Context: an optimization exercise on an open-source flow, tuned for small area. The choices shown serve that exercise and are no tape-out recipe.
Only simulation tests tie the RTL to the original design; equivalence was not proved.
No activity file was given, so power comes from the tool's default toggle rates.

== v33 ==
==> flow/design.v <==
`timescale 1ns/1ns
module pixel_processing#(
    parameter          ROW_NUM = 9'd96,      
    parameter          COL_NUM = 9'd32,      
    parameter          DATA_WIDTH  = 16
)(
    input              rst,
    input              video_clk,
	input     [15:0]   rgb565_i,
    input              data_valid,
	output    [15:0]   pixel_mean,
    output             odata_val
   );
localparam AW = 22;             
localparam NL = 4;              
localparam NS = 8;              
reg [4:0]   col_cnt;
reg [6:0]   row_cnt;
reg         pend;
reg [15:0]  pix;
reg [2:0]   ph;
reg [NL*AW-1:0] ring [0:NS-1];
wire [NL*AW-1:0] port_q = ring[NS-1];
wire        hit  = pend && (ph == col_cnt[4:2]);
wire [1:0]  lane = col_cnt[1:0];
wire        clr  = row_cnt[1:0] == 2'd0;
wire        last_col = col_cnt == COL_NUM-1;
wire        edge_row = (row_cnt[6:2] == 5'd0) || (row_cnt[6:2] == ROW_NUM/4-1);
wire        emit = (row_cnt[1:0] == 2'd3) && (edge_row || col_cnt == 5'd0 || last_col);
wire [AW-1:0] acc = clr ? {AW{1'b0}} : port_q[lane*AW +: AW];
wire [6:0]  sum_r = acc[21:15] + pix[15:11];
wire [7:0]  sum_g = acc[14:7]  + pix[10:5];
wire [6:0]  sum_b = acc[6:0]   + pix[4:0];
wire [AW-1:0] sum = {sum_r, sum_g, sum_b};
assign pixel_mean = {sum_r[6:2], sum_g[7:2], sum_b[6:2]};
assign odata_val  = hit && emit;
integer i;
always@(posedge video_clk)begin
    for (i = 1; i < NS; i = i + 1) ring[i] <= ring[i-1];
    for (i = 0; i < NL; i = i + 1)
        ring[0][i*AW +: AW] <= (hit && lane == i) ? sum : port_q[i*AW +: AW];
end
always@(posedge video_clk)begin
    if (data_valid) pix <= rgb565_i;
end
always@(posedge video_clk or posedge rst)begin
    if(rst)begin
        ph      <= 'b0;
        pend    <= 1'b0;
        col_cnt <= 'b0;
        row_cnt <= 'b0;
    end else begin
        ph <= ph + 1'b1;
        if (data_valid)  pend <= 1'b1;
        else if (hit)    pend <= 1'b0;
        if (hit) begin
            col_cnt <= col_cnt + 1'b1;
            if (last_col) row_cnt <= (row_cnt == ROW_NUM-1) ? 7'd0 : row_cnt + 1'b1;
        end
    end
end
endmodule
clock: 10.0 ns
lec_check: 0
cap_margin: 20
core_margin: 2
core_utilization: 70
slew_margin: 20
standard.sh (not shown) runs the stock make flow with config.mk's settings and CLKGATE_MAP_FILE= SYNTH_SCRIPT=/design/flow/synth_recipe.tcl, a recipe that flattens the netlist after the stock synthesis.
==> flow/flow/run.sh <==
#!/bin/bash
# Own layout flow: the standard flow (standard.sh) with two changes:
# CTS without dummy loads and with smaller clock buffers, and the smallest
# buffer cell for the port buffers. Each tool's output is in orfs/logs/;
# the whole make output is in flow_make.log.
set -euo pipefail
here=$(cd "$(dirname "$0")" && pwd)
source "$here/knobs.sh"
export CTS_ARGS BUFFER_PORTS_ARGS
bash standard.sh finish > flow_make.log 2>&1
==> flow/flow/knobs.sh <==
CTS_ARGS="-sink_clustering_enable -repair_clock_nets -sink_clustering_size 40 -sink_clustering_max_diameter 60 -buf_list sky130_fd_sc_hd__clkbuf_16 -dont_use_dummy_load"
BUFFER_PORTS_ARGS="-buffer_cell sky130_fd_sc_hd__buf_1"
v33: flow completed, timing, DRC and antenna clean
What v1 does differently from v33 at the input level:
==> flow/flow/knobs.sh <==
CTS_ARGS="-sink_clustering_enable -repair_clock_nets -sink_clustering_size 22 -sink_clustering_max_diameter 30 -buf_list sky130_fd_sc_hd__clkbuf_8 -dont_use_dummy_load"
BUFFER_PORTS_ARGS="-buffer_cell sky130_fd_sc_hd__buf_1"
diff --git a/flow/config.mk b/flow/config.mk
--- a/flow/config.mk
+++ b/flow/config.mk
@@ -10,2 +10,3 @@
 export CORE_UTILIZATION = 70
+export PLACE_DENSITY = 0.85
 export SLEW_MARGIN = 20
Results
Maximum vdd ir drop for v1: 0.000020 V down relative to v33
v1 contains more vias than v33.
Sequential share of layout area for v1: 0.92 points down relative to v33
[v1 vs v33] net load switching power: higher in v1
In v1, met3 wirelength from detailed routing is higher than in v33.
The post-synthesis to final-layout area growth reported for v1 is greater than that of v33 by 1.3 points.
The worst hold slack in v1 sits 11 ps above the value recorded for v33.

## build 24
RTL: the design.v shown in full above, as it stands there.
Settings: LEC_CHECK=0, CAP_MARGIN=20, CORE_MARGIN=2, CORE_UTILIZATION=40, SLEW_MARGIN=20; clock period 10.0 ns.
run.sh (not shown) runs the stock make flow with config.mk's settings and CLKGATE_MAP_FILE= SYNTH_SCRIPT=/design/flow/synth_recipe.tcl, a recipe that flattens the netlist after the stock synthesis.
Stock flow here: none of the scripts above is used.
Build 24: done, clean on timing, DRC and antenna
#### Input delta (build 1 over build 24)
-- flow/config.mk --
<<< build 24, line 9
export CORE_MARGIN = 2
export CORE_UTILIZATION = 40
export SLEW_MARGIN = 20
>>> build 1, line 9
export CORE_MARGIN = 2
export CORE_UTILIZATION = 70
export CTS_BUF_LIST = sky130_fd_sc_hd__clkbuf_8
export CTS_CLUSTER_DIAMETER = 40
export CTS_CLUSTER_SIZE = 20
export SLEW_MARGIN = 20
==> summary.txt <==
- Measured against each other, build 1 and build 24 differ in effective utilization at floorplan, the lower figure coming from build 24.
- Build 1 against build 24: global-route usage rose 8.9 points; power dropped 16%; clock insertion delay at the later pin of the skew report increased by 50 ps relative to the old numbers.
- Re combinational share of power: build 24 was lower than build 1.
- Build 1 | stages: all done | timing, DRC, antenna: all pass
Input-level comparison between build 35 and build 1:
==> flow/config.mk <==
export PLATFORM = sky130hd
export DESIGN_NAME = pixel_processing
export DESIGN_NICKNAME = pixel_processing
export VERILOG_FILES = /design/flow/design.v
export SDC_FILE = /design/flow/constraint.sdc
export NUM_CORES = 4
export LEC_CHECK = 0
export ABC_AREA = 1
export CAP_MARGIN = 20
export CORE_MARGIN = 2
export CORE_UTILIZATION = 85
export CTS_BUF_LIST = sky130_fd_sc_hd__clkbuf_8
export CTS_CLUSTER_DIAMETER = 40
export CTS_CLUSTER_SIZE = 24
export PLACE_DENSITY = 0.9
export SLEW_MARGIN = 20
- Status(build 35) = ERROR, stage = 3_5_place_dp
- Build 35 vs build 1: final RePlAce weighted congestion up in build 35
- Diff build 1 -> build 35: synthesized cell count increased 211; number of cell rows decreased 8.6%.
- On post-synthesis adder-cell area fraction, build 35 tracks build 1 almost exactly.
#### Input delta (build 60 over build 35)
==> flow/flow/run.sh (new file) <==
#!/bin/bash
# Own layout flow: the standard flow (standard.sh) with two changes:
# CTS without dummy loads and with smaller clock buffers, and the smallest
# buffer cell for the port buffers. Each tool's output is in orfs/logs/;
# the whole make output is in flow_make.log.
set -euo pipefail
here=$(cd "$(dirname "$0")" && pwd)
source "$here/knobs.sh"
export CTS_ARGS BUFFER_PORTS_ARGS
bash standard.sh finish > flow_make.log 2>&1
==> flow/flow/knobs.sh (new file) <==
CTS_ARGS="-sink_clustering_enable -repair_clock_nets -sink_clustering_size 20 -sink_clustering_max_diameter 40 -buf_list sky130_fd_sc_hd__clkbuf_8 -dont_use_dummy_load"
BUFFER_PORTS_ARGS="-buffer_cell sky130_fd_sc_hd__buf_1"
==> flow/standard.sh (new file) <==
#!/bin/bash
# synth_recipe.tcl (not shown) runs the flow's synth.tcl, then flattens the netlist and writes it again
# the make line also repeats each setting of config.mk as NAME=value (left out here)
make -C /OpenROAD-flow-scripts/flow DESIGN_CONFIG=/design/flow/config.mk WORK_HOME=/design/flow/orfs CLKGATE_MAP_FILE= SYNTH_SCRIPT=/design/flow/synth_recipe.tcl "${@:-finish}"
==> flow/config.mk <==
export PLATFORM = sky130hd
export DESIGN_NAME = pixel_processing
export DESIGN_NICKNAME = pixel_processing
export VERILOG_FILES = /design/flow/design.v
export SDC_FILE = /design/flow/constraint.sdc
export NUM_CORES = 4
export LEC_CHECK = 0
export CAP_MARGIN = 20
export CORE_MARGIN = 2
export CORE_UTILIZATION = 70
export SLEW_MARGIN = 20
removed: flow/run.sh
### Flow results
In summary, build 60 completed successfully, with a layout that passed the timing, design-rule and antenna checks.
Synthesized netlist cell count of build 60 falls short of that of build 35 by more than 10%.
Chip height sits higher in build 60 than in build 35.
Status: adder-cell share of the synthesized area parity (build 35, build 60)
On width of the chip: build 60 sits above build 35.
Looking at synthesized area across build 35 and build 60, the one that comes out higher is build 35.
The post-synthesis net count of build 60 is lower than that of build 35.

// pixel_processing: RTL as listed in full above, without the edits since
export LEC_CHECK = 0
export ABC_AREA = 1
export CAP_MARGIN = 20
export CORE_MARGIN = 2
export CORE_UTILIZATION = 70
export CTS_BUF_LIST = sky130_fd_sc_hd__clkbuf_8
export CTS_CLUSTER_DIAMETER = 40
export CTS_CLUSTER_SIZE = 20
export SLEW_MARGIN = 20
create_clock -name core_clock -period 10.0 [get_ports {video_clk}]
Stock flow here: none of the scripts above is used.
Next try:
--- a/flow/config.mk
+++ b/flow/config.mk
@@ -8 +7,0 @@
-export ABC_AREA = 1
@@ -12,3 +11,3 @@
-export CTS_BUF_LIST = sky130_fd_sc_hd__clkbuf_8
-export CTS_CLUSTER_DIAMETER = 40
-export CTS_CLUSTER_SIZE = 20
+export CTS_BUF_LIST = sky130_fd_sc_hd__clkbuf_4
+export CTS_CLUSTER_DIAMETER = 25
+export CTS_CLUSTER_SIZE = 10
What happened: The new run produced a clean layout. Total power goes up by 6.1%. First-iteration DRC count goes down by 32%. Cell area climbs by about 3.3%. Hold slack is better by 3.8 ps. Wire length drops by about 6%. Die area goes down by about 1%.

== try-umber ==
pixel_processing, a different RTL version from the one above (not shown whole).
Size in the first run: ~930 cells after synthesis, roughly 36 I/O pins, about 0.016 mm^2 of cells after synthesis.
Settings: LEC_CHECK=0, CAP_MARGIN=20, CORE_MARGIN=2, CORE_UTILIZATION=70, SLEW_MARGIN=20; clock period 10.0 ns.
standard.sh (not shown) runs the stock make flow with config.mk's settings and CLKGATE_MAP_FILE= SYNTH_SCRIPT=/design/flow/synth_recipe.tcl, a recipe that flattens the netlist after the stock synthesis.
==> flow/flow/run.sh <==
#!/bin/bash
# Own layout flow: the standard flow (standard.sh) with these changes:
#  - synthesis maps the logic with an area-oriented ABC script (abc_map.script)
#    instead of ORFS's speed script, and looks for full adders (extract_fa)
#    on the design's own gates, before Yosys's generic ABC pass restructures
#    them (patch_synth.py); registers are mapped exactly as in the standard
#    synthesis;
#  - CTS without dummy loads and with smaller clock buffers (knobs.sh);
#  - the smallest buffer cell for the port buffers (knobs.sh).
# Each tool's output is in orfs/logs/; the make output is in flow_make.log.
set -euo pipefail
here=$(cd "$(dirname "$0")" && pwd)
rm -rf scripts_local
cp -r "$FLOW_HOME/scripts" scripts_local
cp "$here/abc_map.script" scripts_local/abc_speed.script
python3 "$here/patch_synth.py" scripts_local/synth.tcl
export SCRIPTS_DIR=$PWD/scripts_local
source "$here/knobs.sh"
export CTS_ARGS BUFFER_PORTS_ARGS
bash standard.sh finish > flow_make.log 2>&1
==> flow/flow/abc_map.script <==
&get -n
&st
&dch
&nf -R 1000 -p
&put
==> flow/flow/knobs.sh <==
CTS_ARGS="-sink_clustering_enable -repair_clock_nets -sink_clustering_size 21 -sink_clustering_max_diameter 60 -buf_list sky130_fd_sc_hd__clkbuf_8 -root_buf sky130_fd_sc_hd__clkbuf_4 -tree_buf sky130_fd_sc_hd__clkbuf_4 -dont_use_dummy_load"
BUFFER_PORTS_ARGS="-buffer_cell sky130_fd_sc_hd__buf_1"
==> flow/flow/patch_synth.py <==
import sys
p=sys.argv[1]; s=open(p).read()
anchor="  synth -top $::env(DESIGN_NAME) -run fine: {*}$synth_full_args\n"
assert anchor in s
s=s.replace(anchor,"  techmap\n  opt -fast\n  extract_fa\n  techmap -map $::env(ADDER_MAP_FILE)\n  opt -fast\n"+anchor,1)
open(p,'w').write(s)
No stage failed in try-umber, and the final checks on the layout all came back clean.
Input changes introduced in try-maple (baseline for comparison: try-umber):
==> flow/flow/abc_map.script <==
&get -n
&st
&dch
&nf -R 1000 -p -E 50
&put
==> flow/flow/knobs.sh <==
CTS_ARGS="-sink_clustering_enable -repair_clock_nets -sink_clustering_size 22 -sink_clustering_max_diameter 60 -buf_list sky130_fd_sc_hd__clkbuf_8 -root_buf sky130_fd_sc_hd__clkbuf_4 -tree_buf sky130_fd_sc_hd__clkbuf_4 -dont_use_dummy_load"
BUFFER_PORTS_ARGS="-buffer_cell sky130_fd_sc_hd__buf_1"
[summary]
Fmax: try-maple below try-umber
Comparing leakage power figure for try-umber and try-maple, the smaller number came from try-maple.
[compare] base=try-umber new=try-maple: number of cells produced by synthesis level; final worst setup slack moved down; clock skew moved down.
Relative to try-maple, the following input files were edited for try-fjord:
# try-maple
export LEC_CHECK = 0
export CAP_MARGIN = 20
export CORE_MARGIN = 2
export CORE_UTILIZATION = 70
export SLEW_MARGIN = 20
create_clock -name core_clock -period 10.0 [get_ports {video_clk}]
# try-fjord
export LEC_CHECK = 0
export CAP_MARGIN = 20
export CORE_MARGIN = 2
export CORE_UTILIZATION = 75
export SLEW_MARGIN = 20
create_clock -name core_clock -period 10.0 [get_ports {video_clk}]
==> flow/flow/abc_map.script <==
&get -n
&st
&syn2
&dch -f
&nf -R 1000 -p
&st
&syn2
&dch -f
&nf -R 1000 -p
&put
==> flow/flow/knobs.sh <==
CTS_ARGS="-sink_clustering_enable -repair_clock_nets -sink_clustering_size 21 -sink_clustering_max_diameter 60 -buf_list sky130_fd_sc_hd__clkbuf_8 -root_buf sky130_fd_sc_hd__clkbuf_4 -tree_buf sky130_fd_sc_hd__clkbuf_4 -dont_use_dummy_load"
BUFFER_PORTS_ARGS="-buffer_cell sky130_fd_sc_hd__buf_1"
Findings:
try-fjord went all the way through the flow, and no timing, DRC or antenna check failed. In try-fjord relative to try-maple, multi-input combinational cell area had gone up slightly. The fraction of final layout cells sized beyond drive strength 1 of try-fjord and that of try-maple are within noise of each other. ~same sequential cell count in try-maple and try-fjord. Combined global-route utilization of all metal layers, try-maple and try-fjord: lower on try-maple. try-fjord vs. try-maple: placer congestion estimate picked up an extra 0.012; multi-input combinational gate total picked up an extra 6.
Edits applied to the flow inputs when going from try-fjord to try-pepper:
# try-fjord
export LEC_CHECK = 0
export CAP_MARGIN = 20
export CORE_MARGIN = 2
export CORE_UTILIZATION = 75
export SLEW_MARGIN = 20
create_clock -name core_clock -period 10.0 [get_ports {video_clk}]
# try-pepper
export LEC_CHECK = 0
export CAP_MARGIN = 20
export CORE_MARGIN = 2
export CORE_UTILIZATION = 60
export SLEW_MARGIN = 20
create_clock -name core_clock -period 10.0 [get_ports {video_clk}]
Number of hold violations in the final report: try-fjord vs try-pepper identical
Length of routed wiring on met1: higher on try-pepper
STATUS post-layout worst setup margin: try-pepper wins against try-fjord
try-fjord and try-pepper ended up with nearly the same share of total power in the clock network.
try-fjord has higher met1 track demand over resource than try-pepper.
Reported for try-fjord and try-pepper, non-clock buffer count in the final layout turned out identical to the last digit.
Via count, try-fjord and try-pepper: lower on try-pepper
Comparing try-fjord and try-pepper, the higher final critical-path share of the clock period is on try-fjord.
Going from try-fjord to try-pepper, setup slack at placement went up by 0.049 ns, maximum achievable frequency picked up an extra 2.1 MHz.

== exp/xenon ==
pixel_processing again, from the RTL that the note above started with.
==> flow/config.mk <==
export PLATFORM = sky130hd
export DESIGN_NAME = pixel_processing
export DESIGN_NICKNAME = pixel_processing
export VERILOG_FILES = /design/flow/design.v
export SDC_FILE = /design/flow/constraint.sdc
export NUM_CORES = 4
export LEC_CHECK = 0
export CAP_MARGIN = 20
export CORE_MARGIN = 2
export CORE_UTILIZATION = 70
export SLEW_MARGIN = 20
==> flow/constraint.sdc <==
create_clock -name core_clock -period 10.0 [get_ports {video_clk}]
set_input_delay 2.0000 -clock core_clock [delete_from_list [all_inputs] [get_ports {video_clk}]]
set_output_delay 2.0000 -clock core_clock [all_outputs]
set_load 0.01 [all_outputs]
==> flow/flow/abc_map.script <==
&get -n
&st
&dch
&nf -R 1000 -p -E 50
&put
==> flow/flow/knobs.sh <==
CTS_ARGS="-sink_clustering_enable -repair_clock_nets -sink_clustering_size 21 -sink_clustering_max_diameter 60 -buf_list sky130_fd_sc_hd__clkbuf_8 -root_buf sky130_fd_sc_hd__clkbuf_4 -tree_buf sky130_fd_sc_hd__clkbuf_4 -dont_use_dummy_load"
BUFFER_PORTS_ARGS="-buffer_cell sky130_fd_sc_hd__buf_1"
Scripts as last shown in full above: flow/flow/run.sh, flow/flow/patch_synth.py
For exp/willow, these inputs were changed with respect to exp/xenon:
==> flow/flow/run.sh <==
#!/bin/bash
# Own layout flow: the standard flow (standard.sh) with two changes:
# CTS without dummy loads and with smaller clock buffers, and the smallest
# buffer cell for the port buffers. Each tool's output is in orfs/logs/;
# the whole make output is in flow_make.log.
set -euo pipefail
here=$(cd "$(dirname "$0")" && pwd)
source "$here/knobs.sh"
export CTS_ARGS BUFFER_PORTS_ARGS
bash standard.sh finish > flow_make.log 2>&1
removed: flow/flow/abc_map.script
removed: flow/flow/patch_synth.py
Findings:
- Of exp/willow and exp/xenon, it is exp/willow that has the higher total power per unit cell area.
- exp/xenon consumes less power than exp/willow.
- Global placement routability congestion: exp/willow vs exp/xenon up 14%
- Compared with exp/xenon, exp/willow shows a higher number of placed instances, taps included.
- Relative to exp/xenon, the design internal power of exp/willow is higher by 5.0%.
The following lists how exp/umber was set up differently from exp/willow:
==> flow/flow/run.sh <==
#!/bin/bash
# Own layout flow: the standard flow (standard.sh) with these changes:
#  - synthesis maps the logic with an area-oriented ABC script (abc_map.script)
#    instead of ORFS's speed script, and looks for full adders (extract_fa)
#    on the design's own gates, before Yosys's generic ABC pass restructures
#    them (patch_synth.py); registers are mapped exactly as in the standard
#    synthesis;
#  - CTS without dummy loads and with smaller clock buffers (knobs.sh);
#  - the smallest buffer cell for the port buffers (knobs.sh).
# Each tool's output is in orfs/logs/; the make output is in flow_make.log.
set -euo pipefail
here=$(cd "$(dirname "$0")" && pwd)
rm -rf scripts_local
cp -r "$FLOW_HOME/scripts" scripts_local
cp "$here/abc_map.script" scripts_local/abc_speed.script
python3 "$here/patch_synth.py" scripts_local/synth.tcl
export SCRIPTS_DIR=$PWD/scripts_local
source "$here/knobs.sh"
export CTS_ARGS BUFFER_PORTS_ARGS
bash standard.sh finish > flow_make.log 2>&1
==> flow/flow/abc_map.script (new file) <==
&get -n
&st
&dch
&nf -R 1000 -p -E 50
&put
==> flow/flow/knobs.sh <==
CTS_ARGS="-sink_clustering_enable -repair_clock_nets -sink_clustering_size 21 -sink_clustering_max_diameter 60 -buf_list sky130_fd_sc_hd__clkbuf_8 -root_buf sky130_fd_sc_hd__clkbuf_2 -tree_buf sky130_fd_sc_hd__clkbuf_2 -dont_use_dummy_load"
BUFFER_PORTS_ARGS="-buffer_cell sky130_fd_sc_hd__buf_1"
==> flow/flow/patch_synth.py (new file) <==
import sys
p=sys.argv[1]; s=open(p).read()
anchor="  synth -top $::env(DESIGN_NAME) -run fine: {*}$synth_full_args\n"
assert anchor in s
s=s.replace(anchor,"  techmap\n  opt -fast\n  extract_fa\n  techmap -map $::env(ADDER_MAP_FILE)\n  opt -fast\n"+anchor,1)
open(p,'w').write(s)
## What came out
- Xor and xnor fraction of the mapped netlist area essentially unchanged between exp/willow and exp/umber.
- Of exp/umber and exp/willow, it is exp/umber that has the lower total wire length after detailed routing.
- Later-pin clock latency in the skew report in exp/umber is 0.14 ns above exp/willow.
- Of exp/willow and exp/umber, exp/umber shows the lower netlist area before placement, with exp/willow above it.
- Comparing exp/willow and exp/umber, the higher clock skew after layout was measured on exp/willow.
[inputs] exp/violet vs exp/umber
==> flow/flow/abc_map.script <==
&get -n
&st
&syn2
&dch -f
&nf -R 1000 -p
&st
&syn2
&dch -f
&nf -R 1000 -p
&put
==> flow/flow/knobs.sh <==
CTS_ARGS="-sink_clustering_enable -repair_clock_nets -sink_clustering_size 21 -sink_clustering_max_diameter 60 -buf_list sky130_fd_sc_hd__clkbuf_8 -root_buf sky130_fd_sc_hd__clkbuf_4 -tree_buf sky130_fd_sc_hd__clkbuf_4 -dont_use_dummy_load"
BUFFER_PORTS_ARGS="-buffer_cell sky130_fd_sc_hd__buf_1"
--- outcome ---
exp/violet vs. exp/umber: power per cell area went up by about 0.33%. Comparing exp/umber with exp/violet, the first-pass GRT wire length came out essentially unchanged. met2 usage in global routing ends up lower on exp/violet. Of exp/violet and exp/umber, the run reporting the lower worst path arrival time was exp/violet.

[what the ideal ports hide]
The results above use ideal ports. As a check the final layouts listed here were re-extracted and re-timed, cells and wires unchanged. Step 1 sets driving cells, clkbuf_16 on the clock port and buf_2 on the other inputs (assumed; they add their load-dependent delay and slew). Step 2 also shifts input and output timing later by t, the mid clock arrival at the registers, as if the neighbouring blocks saw the same clock. Three values: no drivers, after step 1, after step 2; two values: the first two.
| run | t, ns | setup slack, ns | clock arrival spread, ns | cell pins on the clock port's net |
|---|---|---|---|---|
| v33 | 0.569 | 4.060 / 4.013 / 4.582 | 0.050 / 0.050 | 1 |
| v1 | 0.626 | 3.983 / 3.939 / 4.565 | 0.072 / 0.072 | 1 |
| build 24 | 0.609 | 3.637 / 3.584 / 4.193 | 0.026 / 0.026 | 1 |
| build 1 | 0.645 | 3.635 / 3.590 / 4.235 | 0.030 / 0.030 | 1 |
| build 60 | 0.619 | 3.973 / 3.928 / 4.547 | 0.081 / 0.082 | 1 |
| the first run of note 3 | 0.643 | 3.209 / 3.167 / 3.810 | 0.037 / 0.037 | 1 |
| the second run of note 3 | 0.798 | 3.497 / 3.452 / 4.250 | 0.045 / 0.044 | 1 |
| try-umber | 0.706 | 3.323 / 3.282 / 3.988 | 0.059 / 0.059 | 1 |
| try-maple | 0.700 | 3.239 / 3.201 / 3.901 | 0.044 / 0.044 | 1 |
| try-fjord | 0.693 | 3.254 / 3.210 / 3.903 | 0.059 / 0.058 | 1 |
| try-pepper | 0.693 | 3.347 / 3.308 / 4.001 | 0.062 / 0.062 | 1 |
| exp/xenon | 0.707 | 3.223 / 3.184 / 3.891 | 0.042 / 0.042 | 1 |
| exp/willow | 0.710 | 2.808 / 2.770 / 3.480 | 0.064 / 0.064 | 1 |
| exp/umber | 0.855 | 3.083 / 3.044 / 3.899 | 0.050 / 0.050 | 1 |
| exp/violet | 0.710 | 3.250 / 3.209 / 3.919 | 0.051 / 0.051 | 1 |
After both steps every run listed still meets setup and hold.
